Source: an optimization exercise on an open RTL-to-GDS flow (aim: small area). Production flows keep margins and buffers that such runs may drop.
No functional check of the RTL was part of this run.
Power and IR drop assume default switching activity.

$ cat flow/run.sh
#!/bin/bash
# synth_recipe.tcl (not shown) runs the flow's synth.tcl, then flattens the netlist and writes it again
# the make line also repeats each setting of config.mk as NAME=value (left out here)
make -C /OpenROAD-flow-scripts/flow DESIGN_CONFIG=/design/flow/config.mk WORK_HOME=/design/flow/orfs CLKGATE_MAP_FILE= SYNTH_SCRIPT=/design/flow/synth_recipe.tcl finish
$ cat flow/constraint.sdc
create_clock -name core_clock -period 10.0 [get_ports {clk}]
set_input_delay 2.0000 -clock core_clock [delete_from_list [all_inputs] [get_ports {clk}]]
set_output_delay 2.0000 -clock core_clock [all_outputs]
set_load 0.01 [all_outputs]
$ cat flow/config.mk
export PLATFORM = sky130hd
export DESIGN_NAME = dcpu16_cpu
export DESIGN_NICKNAME = dcpu16_cpu
export VERILOG_FILES = /design/flow/design.v
export SDC_FILE = /design/flow/constraint.sdc
export NUM_CORES = 4
export LEC_CHECK = 0
export CAP_MARGIN = 20
export CORE_MARGIN = 2
export CORE_UTILIZATION = 40
export SLEW_MARGIN = 20
$ cat flow/design.v
module dcpu16_alu ( 
   f_dto, g_dto, rwd, regR, regO, CC,
   regA, regB, opc, clk, rst, ena, pha
   );
   output [15:0] f_dto,
		 g_dto,
		 rwd;
   output [15:0] regR,
		 regO;
   output 	 CC;   
   input [15:0]  regA,
		 regB;   
   input [3:0] 	 opc;
   input 	 clk,
		 rst,
		 ena;
   input [1:0] 	 pha;   
   wire [15:0] 	 src,  
		 tgt;  
   reg			CC;
   reg [15:0]		regO;
   reg [15:0]		regR;
   reg 		c;
   reg [15:0] 	add;
   reg [33:0] 	mul;	
   reg [31:0] 	shl,
		shr;   
   assign f_dto = regR;
   assign g_dto = regR;   
   assign rwd = regR;   
   assign src = regA;
   assign tgt = regB;   
   always @( opc or src or tgt) begin
      {c,add} <= (~opc[0]) ? (src + tgt) : (src - tgt);
      mul <= {1'b0,src} * {1'b0,tgt};
      shl <= src << tgt;
      shr <= src >> tgt;      
   end
   always @(posedge clk)
     if (rst) begin
	CC <= 1'h0;
	regO <= 16'h0;
	regR <= 16'h0;
     end else if (ena) begin
	if (pha == 2'o0)
	  case (opc)
	    4'h2: regO <= {15'd0,c};
	    4'h3: regO <= {(16){c}};
	    4'h4: regO <= mul[31:16];
	    4'h7: regO <= shl[31:16];
	    4'h8: regO <= shr[15:0];
	    default: regO <= regO;	    
	  endcase  
	if (pha == 2'o0)
	  case (opc)
	    4'h0: regR <= src;
	    4'h1: regR <= tgt;
	    4'h2: regR <= add;
	    4'h3: regR <= add;
	    4'h4: regR <= mul[15:0];
	    4'h7: regR <= shl[15:0];
	    4'h8: regR <= shr[31:16];
	    4'h9: regR <= src & tgt;
	    4'hA: regR <= src | tgt;
	    4'hB: regR <= src ^ tgt;
	    default: regR <= 16'h0;	    
	  endcase  
	if (pha == 2'o0)
	  case (opc)
	    4'hC: CC <= (src == tgt);
	    4'hD: CC <= (src != tgt);
	    4'hE: CC <= (src > tgt);
	    4'hF: CC <= |(src & tgt);
	    default: CC <= 1'b1;	  
	  endcase  
     end
endmodule  
module dcpu16_ctl ( 
   ireg, pha, opc, rra, rwa, rwe, bra,
   CC, wpc, f_dti, f_ack, clk, ena, rst
   );
   output [15:0] ireg;   
   output [1:0]  pha;
   output [3:0]  opc;
   output [2:0]  rra,
		 rwa;
   output 	 rwe;
   output 	 bra;
   input 	 CC;   
   input 	 wpc;
   input [15:0]  f_dti;   
   input 	 f_ack;   
   input 	 clk,
		 ena,
		 rst;
   reg			bra;
   reg [15:0]		ireg;
   reg [3:0]		opc;
   reg [1:0]		pha;
   reg [2:0]		rra;
   reg [2:0]		rwa;
   reg			rwe;
   wire [5:0] 		decA, decB;
   wire [3:0] 		decO;   
   assign {decB, decA, decO} = ireg;   
   wire 		nop = 16'd1;  
   wire 		_skp = (decO == 4'h0);
   wire 		Fbra = (ireg[4:0] == 5'h10);   
   always @(posedge clk)
     if (rst) begin
	pha <= 2'h0;
     end else if (ena) begin
	pha <= pha + 1;		
     end
   always @(posedge clk)
     if (rst) begin
	ireg <= 16'h0;
	opc <= 4'h0;
     end else if (ena) begin
	case (pha)
	  2'o2: ireg <= (wpc | Fbra) ? nop : f_dti;  
	  default: ireg <= ireg;	  
	endcase  
	case (pha)
	  2'o2: opc <= ireg[3:0];	  
	  default: opc <= opc;
	endcase  
     end
   reg _bra;   
   always @(posedge clk)
     if (rst) begin
	_bra <= 1'h0;
	bra <= 1'h0;
     end else if (ena) begin
	case (pha)
	  2'o0: {bra, _bra} <= {_bra & CC, (ireg[5:0] == 5'h10)};	  
	  default: {bra, _bra} <= {1'b0, _bra};	  
	endcase  
     end
   reg [2:0] _rwa;
   reg 	     _rwe;   
   always @(posedge clk)
     if (rst) begin
	_rwa <= 3'h0;
	_rwe <= 1'h0;
	rra <= 3'h0;
	rwa <= 3'h0;
	rwe <= 1'h0;
     end else if (ena) begin
	case (pha)
	  2'o3: rra <= decA[2:0];
	  2'o1: rra <= decA[2:0];
	  2'o2: rra <= decB[2:0];
	  2'o0: rra <= decB[2:0];	  
	endcase  
	case (pha)
	  2'o0: {rwe} <= _rwe & CC & (opc[3:2] != 2'o3);	  
	  default: {rwe} <= {1'b0};	  
	endcase  
	case (pha)
	  2'o1: {rwa} <= {_rwa};	  
	  default: {rwa} <= {rwa};	  
	endcase  
	case (pha)
	  2'o0: begin
	     _rwa <= decA[2:0];
	     _rwe <= (decA[5:3] == 3'o0) & !_skp;	     
	  end
	  default: {_rwa, _rwe} <= {_rwa, _rwe};	  
	endcase  
     end
endmodule  
module dcpu16_mbus ( 
   g_adr, g_stb, g_wre, f_adr, f_stb, f_wre, ena, wpc, regA, regB,
   g_dti, g_ack, f_dti, f_ack, bra, CC, regR, rrd, ireg, regO, pha,
   clk, rst
   );
   output [15:0] g_adr;
   output 	 g_stb,
		 g_wre;
   input [15:0]  g_dti;
   input 	 g_ack;   
   output [15:0] f_adr;
   output 	 f_stb,
		 f_wre;
   input [15:0]  f_dti;
   input 	 f_ack;   
   output 	 ena;
   output 	 wpc;   
   output [15:0] regA,
		 regB;
   input 	 bra;
   input 	 CC;   
   input [15:0]  regR;   
   input [15:0]  rrd;
   input [15:0]  ireg;   
   input [15:0]  regO;   
   input [1:0] 	 pha;   
   input 	 clk,
		 rst;
   reg [15:0]		f_adr;
   reg			f_stb;
   reg			f_wre;
   reg [15:0]		g_adr;
   reg			g_stb;
   reg [15:0]		regA;
   reg [15:0]		regB;
   reg			wpc;
   reg 			wsp;   
   reg [15:0] 		regSP,
			regPC;
   assign ena = (f_stb ~^ f_ack) & (g_stb ~^ g_ack);  
   wire [5:0] 		decA, decB;
   wire [3:0] 		decO;   
   assign {decB, decA, decO} = ireg;   
   wire 		Fjsr = (ireg [4:0] == 5'h10);   
   wire [5:0] 		ed = (pha[0]) ? decB : decA;   
   wire 		Eind = (ed[5:3] == 3'o1);  
   wire 		Enwr = (ed[5:3] == 3'o2);  
   wire 		Epop = (ed[5:0] == 6'h18);  
   wire 		Epek = (ed[5:0] == 6'h19);  
   wire 		Epsh = (ed[5:0] == 6'h1A);  
   wire 		Ersp = (ed[5:0] == 6'h1B);  
   wire 		Erpc = (ed[5:0] == 6'h1C);  
   wire 		Erro = (ed[5:0] == 6'h1D);  
   wire 		Enwi = (ed[5:0] == 6'h1E);  
   wire 		Esht = ed[5];  
   wire [5:0] 		fg = (pha[0]) ? decA : decB;   
   wire 		Fdir = (fg[5:3] == 3'o0);  
   wire 		Find = (fg[5:3] == 3'o1);  
   wire 		Fnwr = (fg[5:3] == 3'o2);  
   wire 		Fspi = (fg[5:0] == 6'h18);  
   wire 		Fspr = (fg[5:0] == 6'h19);  
   wire 		Fspd = (fg[5:0] == 6'h1A);  
   wire 		Frsp = (fg[5:0] == 6'h1B);  
   wire 		Frpc = (fg[5:0] == 6'h1C);  
   wire 		Fnwi = (fg[5:0] == 6'h1E);  
   wire 		Fnwl = (fg[5:0] == 6'h1F);  
   reg [15:0] 		rpc;
   reg 			lpc;  
   always @(posedge clk)
     if (rst) begin
	regPC <= 16'h0;
	wpc <= 1'h0;
     end else if (ena) begin
	if (lpc)
	  regPC <= rpc;
	else
	  regPC <= regPC + 1;
       	case (pha)
	  2'o1: wpc <= Frpc & CC;
	  default: wpc <= wpc;	  
	endcase  
     end  
   always @( Fnwi or Fnwl or Fnwr or bra or pha or regB
	    or regPC or regR or wpc) begin      
      case (pha)
	2'o1: rpc <= (wpc) ? regR :
		     (bra) ? regB :
		     regPC;
	default: rpc <= regPC;	
      endcase  
      case (pha)
	2'o3: lpc <= ~(Fnwr | Fnwi | Fnwl);
	2'o0: lpc <= ~(Fnwr | Fnwi | Fnwl);
	2'o1: lpc <= 1'b1;	
	default: lpc <= 1'b0;	
      endcase  
   end  
   reg [15:0] _rSP;
   reg 	      lsp;
   reg [15:0] rsp;
   always @(posedge clk)
     if (rst) begin
	regSP <= 16'hFFFF;
	_rSP <= 16'h0;
	wsp <= 1'h0;
     end else if (ena) begin
	_rSP <= regSP;  
	if (lsp)  
	  regSP <= rsp;
	else if (fg[1] | Fjsr)
	  regSP <= regSP - 1;
	else
	  regSP <= regSP + 1;
	case (pha)  
	  2'o1: wsp <= Frsp & CC;	  
	  default: wsp <= wsp;	  
	endcase  
     end  
   always @( Fjsr or Fspd or Fspi or pha or regR or regSP
	    or wsp) begin
      case (pha)
	2'o3: lsp <= ~(Fspi | Fspd | Fjsr);	
	2'o0: lsp <= ~(Fspi | Fspd);
	default: lsp <= 1'b1;	
      endcase  
      case (pha)
	2'o1: rsp <= (wsp) ? regR :
		     regSP;	
	default: rsp <= regSP;	
      endcase  
   end  
   wire [15:0] 		nwr = rrd + g_dti;    
   reg [15:0] 		ea, 
			eb;
   reg [15:0] 		ec;  
   always @(posedge clk)
     if (rst) begin
	ea <= 16'h0;
	eb <= 16'h0;
     end else if (ena) begin
	case (pha)
	  2'o0: ea <= (Fjsr) ? regSP : ec;	  
	  default: ea <= ea;	  
	endcase  
	case (pha)
	  2'o1: eb <= ec;	  
	  default: eb <= eb;	  
	endcase  
     end  
   always @( Eind or Enwi or Enwr or Epek or Epop or Epsh
	    or _rSP or g_dti or nwr or regSP or rrd) begin
      ec <= (Eind) ? rrd :
	    (Enwr) ? nwr :
	    (Epsh) ? regSP :
	    (Epop | Epek) ? _rSP :
	    (Enwi) ? g_dti :
	    16'h0;      
   end
   assign g_wre = 1'b0;
   always @(posedge clk)
     if (rst) begin
	g_adr <= 16'h0;
	g_stb <= 1'h0;
     end else if (ena) begin
	case (pha)
	  2'o1: g_adr <= ea;
	  2'o2: g_adr <= eb;	  
	  default: g_adr <= regPC;	  
	endcase  
	case (pha)
	  2'o3: g_stb <= Fnwr | Fnwi | Fnwl;
	  2'o0: g_stb <= Fnwr | Fnwi | Fnwl;
	  2'o1: g_stb <= Find | Fnwr | Fspr | Fspi | Fspd | Fnwi;
	  2'o2: g_stb <= Find | Fnwr | Fspr | Fspi | Fspd | Fnwi;	  
	endcase  
     end  
   reg [15:0] _adr;
   reg 	      _stb, _wre;   
   always @(posedge clk)
     if (rst) begin
	_adr <= 16'h0;
	_stb <= 1'h0;
	_wre <= 1'h0;
     end else if (ena) begin
	case (pha)
	  2'o2: begin
	     _adr <= g_adr;
	     _stb <= g_stb | Fjsr;
	  end
	  default:begin
	     _adr <= _adr;
	     _stb <= _stb;	     
	  end
	endcase  
	case (pha)
	  2'o1: _wre <= Find | Fnwr | Fspr | Fspi | Fspd | Fnwi | Fjsr;	     
	  default: _wre <= _wre;	  
	endcase  
     end  
   always @(posedge clk)
     if (rst) begin
	f_adr <= 16'h0;
	f_stb <= 1'h0;
	f_wre <= 1'h0;
     end else if (ena) begin
	case (pha)
	  2'o1: f_adr <= (wpc) ? regR :
			 (bra) ? regB :
			 regPC;
	  2'o0: f_adr <= _adr;	  
	  default: f_adr <= 16'h0;	  
	endcase  
	case (pha)
	  2'o1: {f_stb,f_wre} <= (Fjsr) ? 2'o0 : 2'o2;
	  2'o0: {f_stb,f_wre} <= {_stb, _wre & CC};	  
	  default: {f_stb,f_wre} <= 2'o0;	  
	endcase  
     end  
   reg 			_rd;
   reg [15:0] 		opr;
   always @(posedge clk)
     if (rst) begin
	_rd <= 1'h0;
     end else if (ena)
       	case (pha)
	  2'o1: _rd <= Fdir;
	  2'o2: _rd <= Fdir;	  
	  default: _rd <= 1'b0;	  
	endcase  
   always @(posedge clk)
     if (rst) begin
	regA <= 16'h0;
	regB <= 16'h0;
     end else if (ena) begin
	case (pha)
	  2'o0: regA <= opr;	  
	  2'o2: regA <= (g_stb) ? g_dti :
			(Fjsr) ? regPC :
			(_rd) ? rrd :
			regA;	     
	  default: regA <= regA;
	endcase  
	case (pha)
	  2'o1: regB <= opr;	  
	  2'o3: regB <= (g_stb) ? g_dti :
			(_rd) ? rrd :
			regB;
	  default: regB <= regB;	  
	endcase  
     end  
   always @( Erpc or Erro or Ersp or Esht or ed or g_dti
	    or g_stb or regO or regPC or regSP) begin
      opr <= (g_stb) ? g_dti :
	     (Ersp) ? regSP :
	     (Erpc) ? regPC :
	     (Erro) ? regO :
	     (Esht) ? {11'd0,ed[4:0]} :
	     16'h0;
   end
endmodule  
module dcpu16_regs ( 
   rrd,
   rwd, rra, rwa, rwe, rst, ena, clk
   );
   output [15:0] rrd;  
   input [15:0]  rwd;  
   input [2:0] 	 rra,  
		 rwa;  
   input 	 rwe;  
   input 	 rst,
		 ena,
		 clk;      
   reg [15:0] 	 file [0:7];  
   reg [2:0] 	 r;
   assign rrd = file[rra];   
   always @(posedge clk)
     if (ena) begin
	r <= rra;	
	if (rwe) begin
	   file[rwa] <= rwd;	
	end
     end
endmodule  
module dcpu16_cpu ( 
   g_wre, g_stb, g_dto, g_adr, f_wre, f_stb, f_dto, f_adr,
   rst, g_dti, g_ack, f_dti, f_ack, clk
   );
   output [15:0]	f_adr;			 
   output [15:0]	f_dto;			 
   output		f_stb;			 
   output		f_wre;			 
   output [15:0]	g_adr;			 
   output [15:0]	g_dto;			 
   output		g_stb;			 
   output		g_wre;			 
   input		clk;			 
   input		f_ack;			 
   input [15:0]		f_dti;			 
   input		g_ack;			 
   input [15:0]		g_dti;			 
   input		rst;			 
   wire			CC;			 
   wire			bra;			 
   wire			ena;			 
   wire [15:0]		ireg;			 
   wire [3:0]		opc;			 
   wire [1:0]		pha;			 
   wire [15:0]		regA;			 
   wire [15:0]		regB;			 
   wire [15:0]		regO;			 
   wire [15:0]		regR;			 
   wire [2:0]		rra;			 
   wire [15:0]		rrd;			 
   wire [2:0]		rwa;			 
   wire [15:0]		rwd;			 
   wire			rwe;			 
   wire			wpc;			 
   dcpu16_ctl
     c0 ( 
	 .ireg				(ireg[15:0]),
	 .pha				(pha[1:0]),
	 .opc				(opc[3:0]),
	 .rra				(rra[2:0]),
	 .rwa				(rwa[2:0]),
	 .rwe				(rwe),
	 .bra				(bra),
	 .CC				(CC),
	 .wpc				(wpc),
	 .f_dti				(f_dti[15:0]),
	 .f_ack				(f_ack),
	 .clk				(clk),
	 .ena				(ena),
	 .rst				(rst));   
   dcpu16_mbus
     m0 ( 
	 .g_adr				(g_adr[15:0]),
	 .g_stb				(g_stb),
	 .g_wre				(g_wre),
	 .f_adr				(f_adr[15:0]),
	 .f_stb				(f_stb),
	 .f_wre				(f_wre),
	 .ena				(ena),
	 .wpc				(wpc),
	 .regA				(regA[15:0]),
	 .regB				(regB[15:0]),
	 .g_dti				(g_dti[15:0]),
	 .g_ack				(g_ack),
	 .f_dti				(f_dti[15:0]),
	 .f_ack				(f_ack),
	 .bra				(bra),
	 .CC				(CC),
	 .regR				(regR[15:0]),
	 .rrd				(rrd[15:0]),
	 .ireg				(ireg[15:0]),
	 .regO				(regO[15:0]),
	 .pha				(pha[1:0]),
	 .clk				(clk),
	 .rst				(rst));
   dcpu16_alu
     x0 ( 
	 .f_dto				(f_dto[15:0]),
	 .g_dto				(g_dto[15:0]),
	 .rwd				(rwd[15:0]),
	 .regR				(regR[15:0]),
	 .regO				(regO[15:0]),
	 .CC				(CC),
	 .regA				(regA[15:0]),
	 .regB				(regB[15:0]),
	 .opc				(opc[3:0]),
	 .clk				(clk),
	 .rst				(rst),
	 .ena				(ena),
	 .pha				(pha[1:0]));
   dcpu16_regs
     r0 ( 
	 .rrd				(rrd[15:0]),
	 .rwd				(rwd[15:0]),
	 .rra				(rra[2:0]),
	 .rwa				(rwa[2:0]),
	 .rwe				(rwe),
	 .rst				(rst),
	 .ena				(ena),
	 .clk				(clk));
endmodule  
==> impl_metrics.yaml <==
timing:
  finalSetupViolations: 0
  hold_viol: 0
  finalCritPeriodShare_pct: 72.2
  setup-tns-final_ns: 0
  fmax_mhz: 139
  slew_headroom_pct: 7.80
  finClkSkew_ns: 0.0294
  rsz0062_at_grt: "no"
  tightest_slew_ns: 1.37
  fin_crit_ns: 7.22
  fin_ws_ns: 2.78
  slew_violations: 0
synthesis:
  synthFlopType: "dfxtp_1"
  avgSynthCellArea_um2: 8.61
  synth-seq-cells: 367
  async_flop_share_pct: 0
  mappedNetlistArea_um2: 30700
  seq_area_frac_synth_pct: 28.1
  synth_warnings: 4
  ys_types: 92
  postSynthCellCount: 3570
  syn-num-nets: 3990
  synth-edff-count: 128
clocking:
  htreeDepth: 2
  cts_resized: 0
  cts_buffers: 40
  cts_tree: "built"
  cts_sinks: 367
  clk_pin_slew_ns: 0.07
  cts_buffer_depth: 3
  cts_root_buf: "clkbuf_16"
  cts_hold_buf: 0
  clk_latency_ns: 0.57
  post-cts-setup-buffer-count: 0
pwr:
  power_density_nw_per_um2: 155
  switching_share_pct: 39.8
  pwr-share-comb_pct: 36.8
  p_leak_nw: 12.9
  ir_worst_vdd_mv: 0.123
  p_seq_share_pct: 34.2
  net-switching-power_w: 0.00209
  internal-power_w: 0.00317
  p_clk_share_pct: 29.0
min_path:
  min_from: "c0._rwa[1]$_SDFFE_PP0P_"
  hold-path-cell-count: 2
  hp-class: "reg -> reg"
  min_to: "c0.rwa[1]$_SDFFE_PP0P_"
die:
  core_um2: 76100
  pin_count: 104
  die_area_um2: 79100
  dieHeight_um: 281
  placementRows: 101
  die_w_um: 281
  start_util_pct: 40.4
cells_and_area:
  final_common_cell: "nand2_1"
  final_cell_mix: "nand2_1, nor2_1, inv_1, a21oi_1, dfxtp_1"
  largest_register_ffs: 128
  final_layout_size_suffix_gt1_share_pct: 7.43
  synthToLayoutAreaGrowth_pct: 10.3
  finalNetCount: 3940
  antenna_cells: 0
  regMostFlops: "r0.file"
critical_path:
  arrival_ns: 7.65
  crit_chain: "buf_4 -> nand2_1 -> fa_1 -> fa_1 -> fa_1 -> inv_1 -> fa_1 -> fa_1 -> inv_1 -> fa_1 -> inv_1 -> ha_1 -> a21oi_1 -> o21bai_1 -> a41oi_1 -> o31ai_2 -> a311oi_1 -> o21ai_0 -> a21boi_0 -> xor2_1 -> o21ai_0"
  worstPathRequired_ns: 10.43
  path_class: "reg -> reg"
  start_kind: "register"
  slowest_stage: "dfxtp_2"
  r2r-end: "x0.regO[13]$_SDFFE_PP0P_"
  r2r-start: "m0.regB[1]$_SDFFE_PP0P_"
  worstRegToRegCells: 21
  cpMostUsedCell: "fa_1"
  ff2ff_setup_slack_ns: 2.78
  critPathMaxFanout: 38
  cp-end-kind: "register"
  slowest_delay_ns: 0.74
outcome:
  status: "no timing/DRC/antenna violations"
grt:
  grt_max_degree: 104
  grt_use_total_pct: 29.8
  overflow: 0
  grt_pass1_vias: 26500
  antenna_found_initial: 2
  grt_pass1_wl_um: 176000
routing:
  drc: 0
  drt_iter0_drc: 3823
  wl_per_cell_um: 25.9
  vias: 28000
  firstDrtPassIters: 9
  vias_per_cell: 6.12
  routed_wl_um: 119000
  final_antenna_net_count: 0
place:
  place_congestion: 1.00
  port_buffers: 102
  post-dp-hpwl_um: 85900
  place_ws_ns: 2.90
run:
  drv_cap: 0
## power groups by stage
stage               combinational [W]  clock (W)  sequential [W]
floorplan                     0.00124          0         0.00175
global placement              0.00187          0         0.00182
detailed placement            0.00187          0         0.00182
CTS                           0.00188    0.00154         0.00179
global route                  0.00207    0.00161         0.00180
finish                        0.00194    0.00153         0.00180
## worst max-delay path by stage
| stage | start | end | slack (ns) | cells past startpoint |
|---|---|---|---|---|
| floorplan | m0.regB[1]$_SDFFE_PP0P_ | x0.regO[13]$_SDFFE_PP0P_ | 3.32 | 25 |
| finish | m0.regB[1]$_SDFFE_PP0P_ | x0.regO[13]$_SDFFE_PP0P_ | 2.78 | 21 |
| detailed placement | m0.regB[1]$_SDFFE_PP0P_ | x0.regO[13]$_SDFFE_PP0P_ | 2.90 | 21 |
| global placement | m0.regB[1]$_SDFFE_PP0P_ | x0.regO[13]$_SDFFE_PP0P_ | 2.95 | 21 |
| CTS | m0.regB[1]$_SDFFE_PP0P_ | x0.regO[13]$_SDFFE_PP0P_ | 2.87 | 21 |
| global route | m0.regB[1]$_SDFFE_PP0P_ | x0.regO[13]$_SDFFE_PP0P_ | 2.39 | 21 |
## per-layer routing
metal  routed length (um)  GRT usage, %
met3                13300          7.71
met1                50100          42.2
met5                   11             0
met2                50200          43.3
met4                 5050          11.2
## stage by stage
| stage | power (W) | hold WS [ns] | cell area, um^2 | instances | util (%) |
|---|---|---|---|---|---|
| 5_1_grt | 0.00547 | 0.470 | 33900 | 4582 | 44.6 |
| 2_1_floorplan | 0.00299 | 0.432 | 30700 | 3570 | - |
| 4_1_cts | 0.00520 | 0.452 | 33900 | 4582 | 44.6 |
| 6_report | 0.00526 | 0.450 | 33900 | 4582 | 44.6 |
| 3_3_place_gp | 0.00369 | 0.439 | 32600 | 4508 | 42.8 |
| 3_5_place_dp | 0.00369 | 0.445 | 32600 | 4508 | 42.8 |
## area by class of cell
cell class / count / area, um^2
fill: 7604 / 42200
multi-input combinational: 2590 / 19700
sequential: 367 / 8640
timing repair buffer: 192 / 1700
tap: 1030 / 1290
inverter: 329 / 1230
clock buffer: 54 / 1090
clock inverter: 20 / 226
## cells in the mapped netlist, types with 27 or more instances
| cell | number | share of area, % |
|---|---|---|
| nand2_1 | 444 | 5.4 |
| nor2_1 | 371 | 4.5 |
| inv_1 | 320 | 3.9 |
| a21oi_1 | 256 | 4.2 |
| dfxtp_1 | 239 | 16 |
| fa_1 | 198 | 13 |
| clkbuf_1 | 196 | 2.4 |
| ha_1 | 186 | 7.6 |
| o21ai_0 | 143 | 2.3 |
| edfxtp_1 | 128 | 13 |
| nor3_1 | 96 | 1.6 |
| mux2i_1 | 75 | 2.4 |
| a22oi_1 | 71 | 1.7 |
| a211oi_1 | 67 | 1.6 |
| o211ai_1 | 64 | 1.6 |
| mux4_2 | 51 | 3.7 |
| xnor2_1 | 36 | 1.0 |
| a221oi_1 | 35 | 1.0 |
| nand2b_1 | 34 | 0.69 |
| a21o_1 | 33 | 0.81 |
| buf_2 | 33 | 0.54 |
| a222oi_1 | 32 | 1.0 |
| nand3_1 | 31 | 0.50 |
| buf_1 | 27 | 0.33 |
| buf_4 | 27 | 0.66 |
## worst max-delay path, delay by kind of cell (launching register included)
family                   cells  cell delay [ns]
flip-flops                   1             0.74
adder cells (fa/ha/maj)      7             3.38
AND/OR/NAND/NOR              1             0.16
XOR/XNOR                     1             0.16
AO/OA/AOI/OAI                8             1.88
buffers and inverters        4             0.70
## kinds of logic (layout without fill, tap and decap cells)
| logic type | count (synthesis) | in the layout | synth area share (%) |
|---|---|---|---|
| AOI/OAI and AO/OA | 885 | 885 | 19.1 |
| xor gates and xnor gates | 56 | 56 | 1.60 |
| DFF | 367 | 367 | 28.1 |
| buffers and inverters | 613 | 595 | 7.95 |
| adders and majority gates | 384 | 384 | 20.5 |
| muxes | 135 | 135 | 6.51 |
| other | 1 | 1 | 0.0122 |
| and+or+nand+nor | 1129 | 1129 | 16.3 |

-- re-timing with driven ports --
Ports are ideal in the flow. The routed layout listed here was re-timed in OpenROAD.
Step 1 (the two cells are an assumption about what drives the block):
set clk [get_ports {clk}]
set_driving_cell -lib_cell sky130_fd_sc_hd__clkbuf_16 $clk
set_driving_cell -lib_cell sky130_fd_sc_hd__buf_2 [delete_from_list [all_inputs] $clk]
Step 2 adds t to the input delays and takes it off the output delays; t is the mean of the earliest and latest rising clock arrival at the registers after step 1. Input paths then give back, and output paths get back, about the clock's delay inside the block.
Slacks: ideal ports / drivers / drivers and shift; pairs: ideal ports / drivers.
t, ns: 0.606
setup slack, ns: 2.782 / 2.782 / 2.782
worst setup path after step 2: register to register
worst register clock-pin slew, ns: 0.07 / 0.07
cell pins on the clock port's net: 1
After both steps this run still meets setup and hold. The setup slack of this run moves by 0.000 ns with the drivers and by 0.000 ns with both steps.
